Context: an optimization exercise on an open-source flow, tuned for small area, a short achievable clock period and few clock cycles. The choices shown serve that exercise and are no tape-out recipe. In this exercise RTL edits were held to simulation tests only and were not proved equivalent to the original.

### flow/constraint.sdc
create_clock -name core_clock -period 4.5 [get_ports {clk}]
set_input_delay 0.9000 -clock core_clock [delete_from_list [all_inputs] [get_ports {clk}]]
set_output_delay 0.9000 -clock core_clock [all_outputs]
set_load 0.01 [all_outputs]
### flow/design.v
`timescale 1ns / 1ps
module Gcd(
	input [15:0] d1,
	input [15:0] d2,
	input clk,
	input rst,
	input start,
	output ready,
	output [15:0] gcd,
	output finished_flag
);
reg [15:0] a;
reg [15:0] b;
reg        busy;
reg        zero;    
function [15:0] pfx;
	input [15:0] v;
	integer l, i;
	begin
		pfx = v;
		for (l = 0; l < 4; l = l + 1)
			for (i = 0; i < 16; i = i + 1)
				if ((i >> l) & 1)
					pfx[i] = pfx[i] | pfx[((i >> l) << l) - 1];
	end
endfunction
function [3:0] enc;
	input [15:0] h;
	begin
		enc[0] = |(h & 16'hAAAA);
		enc[1] = |(h & 16'hCCCC);
		enc[2] = |(h & 16'hF0F0);
		enc[3] = |(h & 16'hFF00);
	end
endfunction
wire [15:0] axb = a ^ b;
wire [15:0] p   = a | b;
wire [15:0] pp  = pfx(p);
wire [15:0] px  = pfx(axb);
wire done = ~px[15] | zero;
assign ready         = ~busy | done;
assign finished_flag = busy & done;
assign gcd           = a | b;
wire [15:0] lo = p & ~{pp[14:0], 1'b0};      
wire [15:0] lx = axb & ~{px[14:0], 1'b0};    
wire b_even = ~|(b & lo);                    
wire [3:0] sd = enc(lx) - enc(lo);
wire [2:0] s  = sd[3] ? 3'd7 : sd[2:0];
reg [15:0] cg, cp;
integer li, ii;
always @* begin
	cg = a & ~b;
	cp = ~axb;
	cg[0] = cg[0] | cp[0];    
	for (li = 0; li < 4; li = li + 1)
		for (ii = (2 << li) - 1; ii < 16; ii = ii + (2 << li)) begin
			cg[ii] = cg[ii] | (cp[ii] & cg[ii - (1 << li)]);
			cp[ii] = cp[ii] & cp[ii - (1 << li)];
		end
	for (li = 2; li >= 0; li = li - 1)
		for (ii = 3 * (1 << li) - 1; ii < 16; ii = ii + (2 << li)) begin
			cg[ii] = cg[ii] | (cp[ii] & cg[ii - (1 << li)]);
			cp[ii] = cp[ii] & cp[ii - (1 << li)];
		end
end
wire [15:0] dab    = ~axb ^ {cg[14:0], 1'b1};
wire        a_lt_b = ~cg[15];
wire [15:0] dabs   = dab ^ ({px[14:0], 1'b0} & {16{a_lt_b}});
wire [15:0] a_step   = dabs >> s;
wire        b_take_a = b_even | a_lt_b;
always @(posedge clk) begin
	if (ready) begin
		a <= d1;
		b <= d2;
		zero <= ~|d1 | ~|d2;
	end else begin
		a <= a_step;
		if (b_take_a)
			b <= a;
	end
	if (~rst)
		busy <= 1'b0;
	else if (ready)
		busy <= start;
end
endmodule
### flow/config.mk
export PLATFORM = sky130hd
export DESIGN_NAME = Gcd
export DESIGN_NICKNAME = Gcd
export VERILOG_FILES = /design/flow/design.v
export SDC_FILE = /design/flow/constraint.sdc
export NUM_CORES = 4
export LEC_CHECK = 0
export ABC_AREA = 1
export CAP_MARGIN = 20
export CORE_MARGIN = 2
export CORE_UTILIZATION = 40
export PLACE_DENSITY = 0.6
export SETUP_SLACK_MARGIN = 1.8
export SLEW_MARGIN = 20
### flow/standard.sh
#!/bin/bash
# synth_recipe.tcl (not shown) runs the flow's synth.tcl, then flattens the netlist and writes it again
# the make line also repeats each setting of config.mk as NAME=value (left out here)
make -C /OpenROAD-flow-scripts/flow DESIGN_CONFIG=/design/flow/config.mk WORK_HOME=/design/flow/orfs CLKGATE_MAP_FILE= SYNTH_SCRIPT=/design/flow/synth_recipe.tcl "${@:-finish}"
### flow/flow/run.sh
#!/bin/bash
# Standard layout, except:
# - synthesis leaves the adder cells (fa/ha) to abc instead of mapping them
#   first (ADDER_MAP_FILE empty), and abc runs flow/abc.script: ORFS's area
#   script without its final upsize/dnsize passes (the layout's own repair
#   sizes the cells);
# - the port buffers are sky130_fd_sc_hd__buf_2 instead of the cell
#   buffer_ports picks by itself (clkdlybuf4s50_1).
set -euo pipefail
here=$PWD
cat > my_synth.tcl <<TCL
proc abc {args} {
  set i [lsearch -exact \$args -script]
  if {\$i >= 0} { lset args [expr {\$i + 1}] $here/flow/abc.script }
  puts "abc with script $here/flow/abc.script"
  yosys abc {*}\$args
}
TCL
cat synth_recipe.tcl >> my_synth.tcl
bash standard.sh ADDER_MAP_FILE= SYNTH_SCRIPT=$here/my_synth.tcl synth > synth.log 2>&1
bash standard.sh "BUFFER_PORTS_ARGS=-buffer_cell sky130_fd_sc_hd__buf_2" > layout.log 2>&1
### flow/flow/abc.script
strash
dch
map -B 0.9
topo
stime -c
buffer -c
==> results by group, run 1 <==
Synthesis
  • Yosys cell types: 27
  • Ranking of synthesized cells by area: nand2_1, nand3_1, edfxtp_1
  • Avg Inst Size Synth: 5.85 um2
  • Seq/Total Area, Yosys: 24.0%
  • Seq cells post-synth: 34
  • Top FF cell, synth: edfxtp_1
  • YS warnings: 1
  • Syn Inst Count: 606
  • Net Count, Synth: around 640
  • Share of flip-flops with an asynchronous set or reset: 0%
  • Post-Syn Area: 3540 um2
  • Leading area contributor after synthesis: nand2_1
  • Post-synth EDFFs: 17
  • Post-synth top area share: 21.2%

Clock network
  • Clock Latency Late Sink: 300 ps
  • # hold bufs at CTS: 0
  • Worst-path clk slew: 70 ps
  • Maximum buffer depth of the clock tree: 2
  • TritonCTS clock tree: done
  • CTS sink count: 34
  • Total CTS buffers: 5
  • H-tree depth: 2
  • Clock Tree Root: clkbuf_8

GRT
  • Initial antenna violation count: 0
  • Vias in the first global route: slightly above 4000
  • Grt ovf: 0
  • Pin count of the biggest net entering global routing: 37
  • First-pass GRT wire length: 18700 um
  • Tot GR Track Use: between 20% and 30%

STA
  • Post-layout min period: around 2800 ps
  • Slew margin rel.: 67.3%
  • RSZ-0062 raised after global routing: yes
  • Clock skew: between 10 and 15 ps
  • Final setup viols: 0
  • Least-Margin Pin Slew: between 400 and 500 ps
  • Fin crit share: 61.9%
  • Final Max Tran Viols: 0
  • Fmax: 359 MHz
  • Setup TNS: 0 ps
  • Hold Violations, Final: 0

Critical path
  • Worst path bufs/invs: 3
  • Worst-path cell chain: nor2_1 > nor2_2 > nor2_2 > nand2_4 > buf_4 > o21ai_0 > nand2_1 > nand2_2 > inv_1 > nor2_1 > a21oi_4 > nand2_4 > nand2_4 > a21boi_4 > buf_6 > nand3_1 > nand3_1 > nand3_1
  • Worst Setup SP: b[11]
  • CP endpoint kind: register
  • Worst path top cell family by delay: simple AND/OR/NAND/NOR gates
  • CP arrival: 2960 ps
  • Worst r2r src: b[11]
  • Crit-path max FO: 6
  • Critical Path Max Stage Delay: between 400 and 500 ps
  • Critical Path RT: 4680 ps
  • Slowest-stage cell, CP: edfxtp_1
  • Kind of critical path: register to register
  • R2r setup slk: 1710 ps
  • Crit start category: register

Routing
  • Vias: 4383
  • Drt drc: 0
  • Via density: 5.42
  • Drt pass-1 iters: 8
  • Routed wire length: 12000 um
  • WL/cell: 14.8 um
  • Initial drt markers: 196
  • Antenna Nets Post-Route: 0

Finish
  • Final instance area: 4750 um2
  • Ant diodes: 0
  • Fill cells: 851
  • Fraction of layout cells with a size suffix above 1: 29.4%
  • Layout Nets: 734
  • Area Growth Syn to Fin: 34.0%

Placed design
  • Dpl cell area: 3780 um2
  • IO Port Bufs: 52
  • RePlAce Congestion: 0.883
  • Post-DP HPWL: ~8700 um

Worst hold path
  • Worst Hold Launch: a[15]
  • Min-delay worst type: register to register

Run status
  • Status: complete, no violations

Die
  • Core Area: 8640 um2
  • Die area: 9630 um2
  • I/O pin cnt: 53
  • Die Ht: 98.1 um
  • Std-Cell Rows: 34
  • Die X: 98.1 um
  • Initial Utilization: 41.0%

Flow run
  • Max cap viols: 0
-- logic make-up after synthesis --
logic type,after synthesis,share of synthesized area [%]
compound gates,55,8.76
buf+inv,94,13.6
flops,34,24.0
simple gates,401,48.2
xor+xnor,22,5.44
-- cell type report --
cell class                 instances  area, um2  share of cell area, %
tap                              108        135                   2.85
timing repair buffer              98        648                   13.7
multi-input combinational        480       2720                   57.4
inverter                          80        300                   6.33
sequential                        34        860                   18.1
clock buffer                       8       80.1                   1.69
-- per-stage QoR --
step	instances	hold WS (ps)	utilization, %	worst slack, ps
floorplan	606	590	-	1820
global placement	753	639	43.7	673
detailed placement	753	646	43.7	507
CTS	796	655	51.1	1800
global route	808	687	55.0	1520
finish	808	646	55.0	1710
-- layer usage --
| metal | track usage [%] | vias up | wire length [um] |
|---|---|---|---|
| met4 | 11.2 | 0 | 595 |
| met5 | 0 | - | 0 |
| li1 | - | 2166 | - |
| met3 | 2.86 | 38 | 573 |
| met1 | 29.1 | 2022 | 4980 |
| met2 | 41.5 | 157 | 5840 |
-- registers in the layout, summed over array words and instances (netlist names) --
register / count
busy: 1
b: 16
zero: 1
a: 16
-- tightest hold or removal path, delay by kind of cell, from the launching register on --
kind | cells | cell delay (ps)
buffers and inverters | 1 | 80
flip-flops | 1 | 320
AO/OA/AOI/OAI | 1 | 80
-- cell usage after synthesis (2+ instances only) --
cell and number:
xnor2_1 9, nor2_1 67, clkbuf_8 13, nor3_1 3, nand2_1 200, a21boi_0 3, dfxtp_1 17, o211ai_1 2
o21ai_0 28, or2_2 2, nor4_1 8, nand4_1 11, nand3_1 108, a21oi_1 15, inv_1 80, xor2_1 13
edfxtp_1 17
-- path summary, 6_finish.rpt --
| kind | endpoint | depth (start not counted) |
|---|---|---|
| worst max-delay path | a[7] | 18 |
| worst min-delay path | b[15] | 2 |
| worst min register to register | b[15] | 2 |
| worst max register to register | a[7] | 18 |
-- cells in the final DEF, fill, tap and decap left out, types with 2 or more instances in the layout --
| master | synthesis | layout |
|---|---|---|
| a21boi_0 | 3 | 2 |
| a21oi_1 | 15 | 13 |
| a21oi_4 | 0 | 2 |
| buf_12 | 0 | 2 |
| buf_2 | 0 | 51 |
| buf_4 | 0 | 41 |
| buf_6 | 0 | 4 |
| clkbuf_1 | 1 | 3 |
| clkbuf_8 | 13 | 5 |
| dfxtp_1 | 17 | 10 |
| dfxtp_2 | 0 | 7 |
| edfxtp_1 | 17 | 17 |
| inv_1 | 80 | 74 |
| inv_2 | 0 | 6 |
| nand2_1 | 200 | 162 |
| nand2_2 | 0 | 26 |
| nand2_4 | 0 | 11 |
| nand3_1 | 108 | 99 |
| nand3_2 | 1 | 4 |
| nand3_4 | 0 | 7 |
| nand4_1 | 11 | 11 |
| nor2_1 | 67 | 39 |
| nor2_2 | 0 | 11 |
| nor2_4 | 0 | 18 |
| nor3_1 | 3 | 2 |
| nor4_1 | 8 | 8 |
| o211ai_1 | 2 | 2 |
| o21ai_0 | 28 | 27 |
| or2_2 | 2 | 2 |
| xnor2_1 | 9 | 7 |
| xnor2_2 | 0 | 2 |
| xor2_1 | 13 | 12 |
-- repair_timing --
item                                    in CTS  in global routing
resized for setup                           90                 51
buffers inserted                            34                 11
endpoints found under the setup margin      46                 34
gates cloned                                 1                  1
pin swaps                                   32                 19
Testbench counts, summed over its fixed seeds: cycles 22,013.
==> run 2: changes to the inputs <==
--- a/flow/config.mk
+++ b/flow/config.mk
@@ -10,5 +10,5 @@
 export CORE_MARGIN = 2
 export CORE_UTILIZATION = 40
 export PLACE_DENSITY = 0.6
-export SETUP_SLACK_MARGIN = 1.8
+export SETUP_SLACK_MARGIN = 1.3
 export SLEW_MARGIN = 20
==> run 2 against run 1 <==
  * Cell count shrank 3.5%
  * Largest cell class unchanged
  * Still clean
  * Synthesized cell count is the same
  * Critical endpoint is now ready
  * Via count shrank 5.8%
  * Critical path depth shrank 9
  * Die area is the same
  * Count of clock-buffer cells in the layout shrank 1
  * Wire length shrank 9.1%
  * Cell area shrank 13%
  * Highest routed layer unchanged
==> results by group, run 2 <==
Finish
  • Fill cells: 963 (+13%)
  • Registers with the most flip-flops: a (16), b (16)
  • Layout Nets: 706 (-3.8%)
  • Final instance area: 4150 um2 (-13%)
  • Fraction of layout cells with a size suffix above 1: 16.7% (-13 points)
  • Most common cell after layout, fill and taps aside: nand2_1
  • Area Growth Syn to Fin: 17.2%
  • Commonest cells after routing, fill and taps aside: nand2_1, nand3_1, inv_1
  • Ant diodes: 0 (unchanged)

Synthesis
  • Post-Syn Area: 3540 um2 (unchanged)
  • YS warnings: 1 (unchanged)
  • Post-synth top area share: 21.2% (unchanged)
  • Avg Inst Size Synth: 5.85 um2 (unchanged)
  • Leading area contributor after synthesis: nand2_1
  • Most common cell in the netlist: nand2_1
  • Seq cells post-synth: 34 (unchanged)
  • Ranking of synthesized cells by area: nand2_1, nand3_1, edfxtp_1
  • Yosys cell types: 27 (unchanged)
  • Synth cell count leaders: nand2_1, nand3_1, inv_1
  • Post-synth EDFFs: 17 (unchanged)
  • Syn Inst Count: 606 (unchanged)
  • Seq/Total Area, Yosys: 24.0% (unchanged)
  • Net Count, Synth: 641 (unchanged)
  • Top FF cell, synth: edfxtp_1
  • Share of flip-flops with an asynchronous set or reset: 0% (unchanged)

Die
  • Die Ht: 98.1 um (unchanged)
  • Std-Cell Rows: 34 (unchanged)
  • Die X: 98.1 um (unchanged)
  • Core Area: 8640 um2 (unchanged)
  • I/O pin cnt: 53 (unchanged)
  • Die area: 9630 um2 (unchanged)
  • Initial Utilization: 41.0% (unchanged)

Run status
  • Status: complete, no violations

Critical path
  • Crit-path max FO: 10 (+4)
  • Crit start category: register
  • CP endpoint kind: primary output
  • Critical Path RT: 3600 ps (-1080 ps)
  • Slowest-stage cell, CP: edfxtp_1
  • Kind of critical path: register to primary output
  • Critical Path Max Stage Delay: 460 ps (about the same)
  • Most numerous cell on the critical path: nor2_2
  • Worst-path cell chain: nor2_2 > nor2_2 > nor2_1 > nand2_2 > nor2_4 > buf_4 > nand2_1 > nand3_4 > buf_2
  • CP arrival: 2160 ps (-800 ps)

GRT
  • Initial antenna violation count: 0 (unchanged)
  • Vias in the first global route: 3823 (-5.8%)
  • Pin count of the biggest net entering global routing: 39 (+5.4%)
  • Tot GR Track Use: 22.3% (-1.5 points)
  • Grt ovf: 0 (unchanged)
  • First-pass GRT wire length: 17600 um (-6.1%)

Placed design
  • RePlAce Congestion: 0.917 (+3.8%)
  • IO Port Bufs: 52 (unchanged)
  • Dpl cell area: 3790 um2 (+0.46%)
  • Post-DP HPWL: 8800 um (+0.84%)

Clock network
  • CTS sink count: 34 (unchanged)
  • # hold bufs at CTS: 0 (unchanged)
  • H-tree depth: 2 (unchanged)
  • Clock Tree Root: clkbuf_8
  • Maximum buffer depth of the clock tree: 2 (unchanged)
  • Clock Latency Late Sink: 300 ps (about the same)
  • Worst-path clk slew: 80 ps (about the same)
  • Total CTS buffers: 5 (unchanged)
  • TritonCTS clock tree: done

STA
  • Clock skew: 7.34 ps (-5.04 ps)
  • Fmax: 327 MHz (-8.8%)
  • Fin crit share: 67.9% (+6.0 points)
  • Post-layout min period: 3060 ps (+269 ps)
  • RSZ-0062 raised after global routing: no
  • Final Max Tran Viols: 0 (unchanged)
  • Least-Margin Pin Slew: 515 ps (+28.9 ps)
  • Final setup viols: 0 (unchanged)
  • Hold Violations, Final: 0 (unchanged)
  • Slew margin rel.: 65.3% (-1.9 points)
  • Setup TNS: 0 ps (unchanged)

Routing
  • Antenna Nets Post-Route: 0 (unchanged)
  • Initial drt markers: 224 (+14%)
  • Vias: 4130 (-5.8%)
  • Via density: 5.29 (-2.4%)
  • Drt pass-1 iters: 5 (-3)
  • WL/cell: 14.0 um (-5.9%)
  • Drt drc: 0 (unchanged)
  • Routed wire length: 10900 um (-9.1%)

Worst hold path
  • Min-delay worst type: register to register

Flow run
  • Max cap viols: 0 (unchanged)
[run 2: cell counts after synthesis]
Identical to the previous run, type by type.
[run 2: per-layer routing]
metal | GRT usage (%) | part of all wire (%)
met3 | 3.08 | 4.2
met4 | 5.34 | 1.3
met2 | 41.0 | 50
met1 | 27.5 | 44
met5 | 0 | 0
[run 2: final timing paths]
check | slack [ps] | startpoint | cells after the start | end
setup / recovery | 1440 | b[7] | 9 | ready
hold / removal | 650 | a[13] | 2 | b[13]
hold reg to reg | 650 | a[13] | 2 | b[13]
setup reg to reg | 1480 | b[7] | 18 | a[8]
[run 2: kinds of logic after synthesis]
family,share of synthesized area [%]
XOR/XNOR,5.44
AO/OA/AOI/OAI,8.76
buffers and inverters,13.6
flip-flops,24.0
AND/OR/NAND/NOR,48.2
[run 2: metrics by stage]
step                hold slack [ps]  util (%)  setup slack (ps)  std cells
floorplan                       590         -              1700        606
global placement                638      43.9               850        757
detailed placement              646      43.9               718        757
CTS                             651      45.7              1320        765
global route                    681      48.1              1280        780
finish                          650      48.1              1440        780
[run 2: cell type report]
| class | count | area, um2 | area share (%) |
|---|---|---|---|
| multi-input combinational | 479 | 2350 | 56.5 |
| clock inverter | 1 | 3.75 | 0.0904 |
| timing repair buffer | 71 | 419 | 10.1 |
| clock buffer | 7 | 96.3 | 2.32 |
| tap | 108 | 135 | 3.25 |
| inverter | 80 | 300 | 7.23 |
| sequential | 34 | 851 | 20.5 |
[run 2: worst max-delay path, delay by kind of cell (launching register included)]
kind | cells | cell delay [ps]
DFF | 1 | 460
and+or+nand+nor | 7 | 1090
buffers and inverters | 2 | 290
[run 2: timing repair]
item,in CTS,in global routing
pin swaps,0,4
buffers inserted,0,14
resized for setup,10,28
setup endpoints to repair,34,18
hold endpoints to repair,0,0
cloned,0,1
==> run 3: changes to the inputs <==
--- a/flow/config.mk
+++ b/flow/config.mk
@@ -10,5 +10,5 @@
 export CORE_MARGIN = 2
 export CORE_UTILIZATION = 40
 export PLACE_DENSITY = 0.6
-export SETUP_SLACK_MARGIN = 1.3
+export SETUP_SLACK_MARGIN = 1.5
 export SLEW_MARGIN = 20
==> run 3 against run 2 <==
  * Still clean
  * First-iteration DRC count rose by 20%
  * Critical path depth rose by 7
  * Worst hold slack improved by 1.1 ps
  * Worst setup slack improved by 160 ps
  * Cell count rose by 1.2%
  * Wire length rose by 2.8%
  * Synthesized cell count did not move
  * Utilization rose by 3.3 points
  * Count of clock-buffer cells in the layout did not move
  * Highest routed layer unchanged
==> results by group, run 3 <==
Run status
  • Status: complete, no violations

Clock network
  • Total CTS buffers: 5 (unchanged)
  • CTS sink count: 34 (unchanged)
  • Worst-path clk slew: 80 ps (about the same)
  • H-tree depth: 2 (unchanged)
  • TritonCTS clock tree: done
  • Clock Latency Late Sink: 300 ps (about the same)
  • Clock Tree Root: clkbuf_8
  • Maximum buffer depth of the clock tree: 2 (unchanged)

Synthesis
  • Seq/Total Area, Yosys: 24.0% (unchanged)
  • Post-synth top area share: 21.2% (unchanged)
  • Syn Inst Count: 606 (unchanged)
  • Top FF cell, synth: edfxtp_1
  • Yosys cell types: 27 (unchanged)
  • Net Count, Synth: 641 (unchanged)
  • Post-Syn Area: 3540 um2 (unchanged)
  • Seq cells post-synth: 34 (unchanged)
  • Avg Inst Size Synth: 5.85 um2 (unchanged)
  • Leading area contributor after synthesis: nand2_1
  • YS warnings: 1 (unchanged)
  • Synth cell count leaders: nand2_1, nand3_1, inv_1
  • Ranking of synthesized cells by area: nand2_1, nand3_1, edfxtp_1
  • Share of flip-flops with an asynchronous set or reset: 0% (unchanged)
  • Post-synth EDFFs: 17 (unchanged)
  • Most common cell in the netlist: nand2_1

GRT
  • M3 GR Usage: 3.08% (unchanged)
  • Initial antenna violation count: 0 (unchanged)
  • Grt ovf: 0 (unchanged)
  • Met2 usage: 42.1% (+1.1 points)
  • Vias in the first global route: 3861 (+0.99%)
  • Pin count of the biggest net entering global routing: 39 (unchanged)
  • Most Used Layer, Global Route: met2
  • First-pass GRT wire length: 17700 um (+0.86%)
  • Grt met1 use: 27.5% (unchanged)
  • Tot GR Track Use: 22.5% (+0.18 points)

STA
  • Post-layout min period: 2900 ps (-156 ps)
  • Final Max Tran Viols: 0 (unchanged)
  • Setup TNS: 0 ps (unchanged)
  • Least-Margin Pin Slew: 515 ps (-0.436 ps)
  • Final setup viols: 0 (unchanged)
  • RSZ-0062 raised after global routing: no
  • Hold Violations, Final: 0 (unchanged)
  • Clock skew: 7.78 ps (+0.443 ps)
  • Fmax: 345 MHz (+5.4%)
  • Slew margin rel.: 65.4% (about the same)
  • Fin crit share: 64.4% (-3.5 points)

Finish
  • Ant diodes: 0 (unchanged)
  • Area Growth Syn to Fin: 25.2%
  • Registers with the most flip-flops: a (16), b (16)
  • Layout Nets: 715 (+1.3%)
  • Fraction of layout cells with a size suffix above 1: 22.6% (+5.9 points)
  • Most common cell after layout, fill and taps aside: nand2_1
  • Final instance area: 4440 um2 (+6.8%)
  • Commonest cells after routing, fill and taps aside: nand2_1, nand3_1, inv_1

Flow run
  • Max cap viols: 0 (unchanged)

Die
  • I/O pin cnt: 53 (unchanged)
  • Die X: 98.1 um (unchanged)
  • Die area: 9630 um2 (unchanged)
  • Core Area: 8640 um2 (unchanged)
  • Die Ht: 98.1 um (unchanged)
  • Std-Cell Rows: 34 (unchanged)
  • Initial Utilization: 41.0% (unchanged)

Routing
  • WL/cell: 14.2 um (+1.6%)
  • Vias: 4203 (+1.8%)
  • Routed wire length: 11200 um (+2.8%)
  • Drt drc: 0 (unchanged)
  • Initial drt markers: 269 (+20%)
  • Antenna Nets Post-Route: 0 (unchanged)
  • Drt pass-1 iters: 6 (+1)
  • Via density: 5.33 (+0.61%)

Placed design
  • Post-DP HPWL: 8800 um (unchanged)
  • Dpl cell area: 3790 um2 (unchanged)
  • RePlAce Congestion: 0.917 (unchanged)
  • IO Port Bufs: 52 (unchanged)

Critical path
  • R2r setup slk: 1600 ps (+120 ps)
  • CP endpoint kind: register
  • Crit-path max FO: 7 (-3)
  • CP arrival: 3090 ps (+930 ps)
  • Worst r2r src: b[1]
  • Crit start category: register
  • Reg2reg path depth: 16 (-2)
  • Kind of critical path: register to register
  • Worst Setup SP: b[1]
  • CP endpoint: a[6]
  • R2R Path End: a[6]
  • Critical Path RT: 4690 ps (+1090 ps)

Worst hold path
  • Min-delay worst type: register to register
==> run 3: routing by layer <==
metal / part of all wire, % / routed length (um) / up-vias
met1: 43 / 4860 / 1957
met4: 2.7 / 301 / 0
met5: 0 / 0 / -
met2: 50 / 5610 / 103
met3: 3.9 / 435 / 19
li1: - / - / 2124
==> run 3: metrics by stage <==
step / util [%] / hold slack [ps] / cells / setup WS (ps)
after floorplan: - / 590 / 606 / 1700
after global placement: 43.9 / 638 / 757 / 850
after detailed placement: 43.9 / 646 / 757 / 718
after CTS: 46.5 / 651 / 770 / 1500
after global routing: 51.4 / 678 / 789 / 1460
final: 51.4 / 651 / 789 / 1600
==> run 3: worst min-delay path by stage <==
stage,cells after the start,to,startpoint
floorplan,2,b[7],a[7]
global placement,2,b[0],a[0]
detailed placement,2,b[13],a[13]
CTS,3,a[15],busy
global route,2,b[5],a[5]
finish,2,b[13],a[13]
==> run 3: area by class of cell <==
class / instances / area [um2]
multi-input combinational: 479 / 2560
timing repair buffer: 80 / 489
fill: 918 / 4200
clock inverter: 1 / 3.75
inverter: 80 / 300
clock buffer: 7 / 96.3
sequential: 34 / 855
tap: 108 / 135
==> run 3: cell families after synthesis <==
logic type | after synthesis | synth area share, %
AOI/OAI and AO/OA | 55 | 8.76
DFF | 34 | 24.0
and+or+nand+nor | 401 | 48.2
xor gates and xnor gates | 22 | 5.44
buffers and inverters | 94 | 13.6
==> run 3: worst max-delay path, stage by stage, from the launching register on <==
cell and delay [ps]:
edfxtp_1 400, inv_1 100, nand2_2 90, nand2_2 110, nor2_4 170, nand2_2 120
nor2_4 240, inv_1 100, or2_2 350, xor2_4 180, inv_2 100, nand3_2 140
a21boi_4 250, buf_6 150, nand3_1 100, nand3_1 130, nand3_1 80
==> run 3: repair_timing <==
item	in CTS	in global routing
setup buffers	5	17
cloned	0	2
pin swaps	2	17
resized for setup	20	76
setup endpoints to repair	34	18
hold endpoints to repair	0	0
hold buffers	0	0
==> run 4: changes to the inputs <==
--- a/flow/config.mk
+++ b/flow/config.mk
@@ -10,5 +10,5 @@
 export CORE_MARGIN = 2
 export CORE_UTILIZATION = 40
 export PLACE_DENSITY = 0.6
-export SETUP_SLACK_MARGIN = 1.5
+export SETUP_SLACK_MARGIN = 1.2
 export SLEW_MARGIN = 20
==> run 4 against run 3 <==
  * Sequential share of layout area grew 1.6 points
  * Non-clock buffer count shrank 14
  * Critical endpoint is now ready
  * Maximum frequency shrank 7.3%
  * Count of clock-buffer cells in the layout is the same
  * Highest routed layer unchanged
  * Cell count shrank 1.8%
  * Via count shrank 2.5%
==> results by group, run 4 <==
Placed design
  • Post-DP HPWL: 8800 um (unchanged)
  • IO Port Bufs: 52 (unchanged)
  • Pre-CTS setup slack: 718 ps (unchanged)
  • RePlAce Congestion: 0.917 (unchanged)

Critical path
  • Slowest-stage cell, CP: dfxtp_1
  • Critical Path RT: 3600 ps (-1090 ps)
  • Most numerous cell on the critical path: nand2_1
  • Critical Path Max Stage Delay: 430 ps (+30 ps)
  • Crit start category: register
  • Crit-path max FO: 16 (+9)
  • CP endpoint kind: primary output
  • Worst-path cell chain: inv_1 > nand2_1 > nand2_1 > nor2_1 > nand2_2 > nor3_1 > nand2_1 > nand3_4 > buf_2
  • CP arrival: 2230 ps (-860 ps)
  • Kind of critical path: register to primary output

Synthesis
  • Top FF cell, synth: edfxtp_1
  • Seq/Total Area, Yosys: 24.0% (unchanged)
  • Seq cells post-synth: 34 (unchanged)
  • Post-Syn Area: 3540 um2 (unchanged)
  • Post-synth EDFFs: 17 (unchanged)
  • Ranking of synthesized cells by area: nand2_1, nand3_1, edfxtp_1
  • YS warnings: 1 (unchanged)
  • Net Count, Synth: 641 (unchanged)
  • Leading area contributor after synthesis: nand2_1
  • Most common cell in the netlist: nand2_1
  • Syn Inst Count: 606 (unchanged)
  • Share of flip-flops with an asynchronous set or reset: 0% (unchanged)
  • Post-synth top area share: 21.2% (unchanged)
  • Yosys cell types: 27 (unchanged)
  • Synth cell count leaders: nand2_1, nand3_1, inv_1
  • Avg Inst Size Synth: 5.85 um2 (unchanged)

Finish
  • Registers with the most flip-flops: a (16), b (16)
  • Ant diodes: 0 (unchanged)
  • Fill cells: 968 (+5.4%)
  • Most common cell after layout, fill and taps aside: nand2_1
  • Layout Nets: 701 (-2.0%)
  • Fin util: 47.2% (-4.2 points)
  • Commonest cells after routing, fill and taps aside: nand2_1, nand3_1, inv_1
  • Fraction of layout cells with a size suffix above 1: 14.4% (-8.2 points)
  • Area Growth Syn to Fin: 15.0%

Die
  • Die X: 98.1 um (unchanged)
  • Die area: 9630 um2 (unchanged)
  • I/O pin cnt: 53 (unchanged)
  • Initial Utilization: 41.0% (unchanged)
  • Die Ht: 98.1 um (unchanged)
  • Std-Cell Rows: 34 (unchanged)
  • Core Area: 8640 um2 (unchanged)

Routing
  • Via density: 5.29 (-0.74%)
  • WL/cell: 13.9 um (-1.8%)
  • Routed wire length: 10800 um (-3.6%)
  • Initial drt markers: 263 (-2.2%)
  • Metal-1 WL: 4730 um (-2.6%)
  • Antenna Nets Post-Route: 0 (unchanged)
  • Drt pass-1 iters: 5 (-1)
  • Top Metal Used: met4
  • Drt drc: 0 (unchanged)
  • Detail Route met3 WL: 488 um (+12%)
  • Vias: 4098 (-2.5%)
  • Met2 routed WL: 5440 um (-3.0%)

Flow run
  • Max cap viols: 0 (unchanged)

STA
  • Setup TNS: 0 ps (unchanged)
  • Min setup slack post-route: 1370 ps (-227 ps)
  • Post-layout min period: 3130 ps (+227 ps)
  • Hold Slack: 643 ps (-8.23 ps)
  • Fin crit share: 69.5% (+5.0 points)
  • Fmax: 320 MHz (-7.3%)
  • Hold Violations, Final: 0 (unchanged)
  • Clock skew: 5.55 ps (-2.23 ps)
  • Least-Margin Pin Slew: 844 ps (+329 ps)
  • RSZ-0062 raised after global routing: yes
  • Final setup viols: 0 (unchanged)
  • Final Max Tran Viols: 0 (unchanged)
  • Slew margin rel.: 43.6% (-22 points)

Clock network
  • Total CTS buffers: 5 (unchanged)
  • Clock Latency Late Sink: 290 ps (about the same)
  • CTS sink count: 34 (unchanged)
  • H-tree depth: 2 (unchanged)
  • Clock Tree Root: clkbuf_8
  • TritonCTS clock tree: done
  • # hold bufs at CTS: 0 (unchanged)
  • Maximum buffer depth of the clock tree: 2 (unchanged)
  • Worst-path clk slew: 70 ps (about the same)

Run status
  • Status: complete, no violations

GRT
  • Tot GR Track Use: 22.3% (-0.22 points)
  • Grt ovf: 0 (unchanged)
  • Pin count of the biggest net entering global routing: 39 (unchanged)
  • Initial antenna violation count: 0 (unchanged)
  • Vias in the first global route: 3824 (-0.96%)
  • First-pass GRT wire length: 17500 um (-1.1%)

Worst hold path
  • Min-delay worst type: register to register
## run 4: layout make-up
| cell class | count | area, um2 | share of cell area, % |
|---|---|---|---|
| clock inverter | 1 | 3.75 | 0.0921 |
| sequential | 34 | 851 | 20.9 |
| timing repair buffer | 66 | 382 | 9.36 |
| tap | 108 | 135 | 3.31 |
| inverter | 80 | 300 | 7.37 |
| clock buffer | 7 | 96.3 | 2.36 |
| multi-input combinational | 479 | 2310 | 56.6 |
## run 4: cells by family after synthesis
kind of cell    synth area share [%]
simple gates                    48.2
xor+xnor                        5.44
buf+inv                         13.6
compound gates                  8.76
flops                           24.0
## run 4: what timing repair did
| item | in CTS | in global routing |
|---|---|---|
| resized for setup | 7 | 19 |
| gates cloned | 0 | 1 |
| setup buffers | 0 | 9 |
| pin swaps | 0 | 3 |
| setup endpoints to repair | 34 | 34 |
## run 4: final timing paths
check	start	endpoint	slack [ps]	depth (start not counted)
max	a[9]	ready	1370	9
min	busy	a[15]	640	3
max reg2reg	b[7]	a[4]	1400	16
min reg2reg	busy	a[15]	640	3
## run 4: stage by stage
step                      std cells  area [um2]
after CTS                       765        3920
after global routing            775        4080
after global placement          757        3790
after floorplan                 606        3540
final                           775        4080
after detailed placement        757        3790
## run 4: critical path: cells and delay by family (launching register included)
kind,cells,cell delay (ps)
buffers and inverters,2,270
flip-flops,1,430
AND/OR/NAND/NOR,7,1230
## run 4: per-layer routing
metal | global-route usage [%] | vias up
met5 | 0 | -
met4 | 5.34 | 0
met3 | 3.08 | 9
met2 | 41.0 | 104
met1 | 27.3 | 1892
li1 | - | 2093
==> run 5: changes to the inputs <==
--- a/flow/config.mk
+++ b/flow/config.mk
@@ -10,5 +10,5 @@
 export CORE_MARGIN = 2
 export CORE_UTILIZATION = 40
 export PLACE_DENSITY = 0.6
-export SETUP_SLACK_MARGIN = 1.2
+export SETUP_SLACK_MARGIN = 1.4
 export SLEW_MARGIN = 20
==> run 5 against run 4 <==
  * Worst hold slack gained 11 ps
  * Still clean
  * Utilization grew 1.3 points
  * Largest cell class unchanged
==> results by group, run 5 <==
Routing
  • Antenna Nets Post-Route: 0 (unchanged)
  • Vias: 4091 (-0.17%)
  • WL/cell: 14.0 um (+0.42%)
  • Drt drc: 0 (unchanged)
  • Drt pass-1 iters: 5 (unchanged)
  • Via density: 5.24 (-0.81%)
  • Routed wire length: 10900 um (+1.1%)
  • Initial drt markers: 267 (+1.5%)

Synthesis
  • Leading area contributor after synthesis: nand2_1
  • Post-Syn Area: 3540 um2 (unchanged)
  • Top FF cell, synth: edfxtp_1
  • Seq cells post-synth: 34 (unchanged)
  • Net Count, Synth: 641 (unchanged)
  • Avg Inst Size Synth: 5.85 um2 (unchanged)
  • Yosys cell types: 27 (unchanged)
  • Most common cell in the netlist: nand2_1
  • Syn Inst Count: 606 (unchanged)
  • YS warnings: 1 (unchanged)
  • Post-synth EDFFs: 17 (unchanged)
  • Ranking of synthesized cells by area: nand2_1, nand3_1, edfxtp_1
  • Seq/Total Area, Yosys: 24.0% (unchanged)
  • Post-synth top area share: 21.2% (unchanged)
  • Synth cell count leaders: nand2_1, nand3_1, inv_1
  • Share of flip-flops with an asynchronous set or reset: 0% (unchanged)

Finish
  • Fraction of layout cells with a size suffix above 1: 17.4% (+3.0 points)
  • Most common cell after layout, fill and taps aside: nand2_1
  • Area of the multi-input gates: 2390 um2 (+3.4%)
  • Ant diodes: 0 (unchanged)
  • Registers with the most flip-flops: a (16), b (16)
  • Fill cells: 956 (-1.2%)
  • Commonest cells after routing, fill and taps aside: nand2_1, nand3_1, inv_1
  • Reg area: 853 um2 (+0.29%)
  • Layout Nets: 706 (+0.71%)
  • Area Growth Syn to Fin: 18.1%

STA
  • Final setup viols: 0 (unchanged)
  • Fin crit share: 65.2% (-4.3 points)
  • Least-Margin Pin Slew: 516 ps (-328 ps)
  • Final Max Tran Viols: 0 (unchanged)
  • Hold Violations, Final: 0 (unchanged)
  • Setup TNS: 0 ps (unchanged)
  • Clock skew: 5.42 ps (-0.128 ps)
  • Post-layout min period: 2940 ps (-191 ps)
  • Fmax: 341 MHz (+6.5%)
  • Hold Slack: 654 ps (+10.6 ps)
  • Slew margin rel.: 65.3% (+22 points)
  • RSZ-0062 raised after global routing: yes

GRT
  • Met2 usage: 41.9% (+0.90 points)
  • Pin count of the biggest net entering global routing: 39 (unchanged)
  • Initial antenna violation count: 0 (unchanged)
  • Grt ovf: 0 (unchanged)
  • Grt met1 use: 27.4% (+0.088 points)
  • Vias in the first global route: 3853 (+0.76%)
  • Most Used Layer, Global Route: met2
  • Tot GR Track Use: 22.4% (+0.16 points)
  • M3 GR Usage: 3.08% (unchanged)
  • First-pass GRT wire length: 17700 um (+0.75%)

Clock network
  • Total CTS buffers: 5 (unchanged)
  • Worst-path clk slew: 80 ps (about the same)
  • # hold bufs at CTS: 0 (unchanged)
  • Clock Latency Late Sink: 300 ps (about the same)
  • H-tree depth: 2 (unchanged)
  • CTS sink count: 34 (unchanged)
  • TritonCTS clock tree: done
  • Clock Tree Root: clkbuf_8
  • Maximum buffer depth of the clock tree: 2 (unchanged)

Die
  • I/O pin cnt: 53 (unchanged)
  • Die X: 98.1 um (unchanged)
  • Initial Utilization: 41.0% (unchanged)
  • Std-Cell Rows: 34 (unchanged)
  • Die Ht: 98.1 um (unchanged)
  • Core Area: 8640 um2 (unchanged)
  • Die area: 9630 um2 (unchanged)

Placed design
  • RePlAce Congestion: 0.917 (unchanged)
  • IO Port Bufs: 52 (unchanged)
  • Post-DP HPWL: 8800 um (unchanged)

Critical path
  • Kind of critical path: register to primary output
  • Crit-path max FO: 10 (-6)
  • Crit start category: register
  • CP arrival: 2040 ps (-190 ps)
  • CP endpoint kind: primary output
  • Critical Path RT: 3600 ps (about the same)

Flow run
  • Max cap viols: 0 (unchanged)

Run status
  • Status: complete, no violations

Worst hold path
  • Min-delay worst type: register to register
[run 5: cell families (layout without fill, tap and decap cells)]
family	Yosys count	in the layout	share of synthesized area, %
AND/OR/NAND/NOR	401	402	48.2
buffers and inverters	94	159	13.6
AO/OA/AOI/OAI	55	55	8.76
flip-flops	34	34	24.0
XOR/XNOR	22	22	5.44
[run 5: timing repair]
action / 4_1_cts / 5_1_grt
resized for setup: 12 / 37
cloned: 0 / 1
setup endpoints to repair: 34 / 18
pin swaps: 2 / 5
buffers inserted: 5 / 9
[run 5: final cells by class]
type                       instances  share of cell area, %
clock buffer                       7                   2.30
clock inverter                     1                 0.0897
inverter                          80                   7.17
multi-input combinational        479                   57.0
sequential                        34                   20.4
tap                              108                   3.23
timing repair buffer              71                   9.81
[run 5: through the flow]
step	cell area, um2	utilization (%)	std cells	setup slack (ps)
after floorplan	3540	-	606	1700
after global placement	3790	43.9	757	850
after detailed placement	3790	43.9	757	718
after CTS	3990	46.2	770	1420
after global routing	4190	48.5	780	1360
final	4190	48.5	780	1560
[run 5: metal layers]
layer,part of all wire (%),wire (um),vias up
met1,44,4790,1876
li1,-,-,2104
met3,4.2,459,11
met5,0,0,-
met2,50,5470,100
met4,1.8,200,0
[run 5: path summary, 6_finish.rpt]
check                           startpoint     to  slack, ps  cells after the start
worst max-delay path                  b[8]  ready       1560                      9
worst max register to register        b[8]   a[8]       1600                     17
worst min-delay path                 a[13]  b[13]        650                      2
worst min register to register       a[13]  b[13]        650                      2
[run 5: worst max-delay path, cell delays in order (launching register included)]
cell and delay [ps]:
edfxtp_1 400, inv_1 50, nand2_1 110, nand2_1 160
nor2_2 210, nand2_2 140, nor3_2 190, nand2_1 160
nand3_4 170, buf_2 150

-- port drivers added, routing unchanged --
How much do the figures lean on ideal ports? The routed layouts below were timed once more, with nothing changed but the port constraints. Step 1, drivers: a clkbuf_16 drives clk and a buf_2 each remaining input, both assumed. Step 2 also shifts input and output timing later by t, the mid clock arrival at the registers, as if the neighbouring blocks saw the same clock. Three values: no drivers, after step 1, after step 2; two values: the first two.
| run | shift t [ns] | setup WS [ns] | clock arrival spread, ns |
|---|---|---|---|
| run 1 | 0.316 | 1.713 / 1.711 / 1.713 | 0.013 / 0.013 |
| run 2 | 0.319 | 1.444 / 1.419 / 1.484 | 0.007 / 0.007 |
| run 3 | 0.320 | 1.600 / 1.600 / 1.600 | 0.008 / 0.007 |
| run 4 | 0.317 | 1.373 / 1.348 / 1.405 | 0.005 / 0.005 |
| run 5 | 0.320 | 1.565 / 1.539 / 1.604 | 0.006 / 0.005 |
After both steps setup and hold are still met in every run listed.
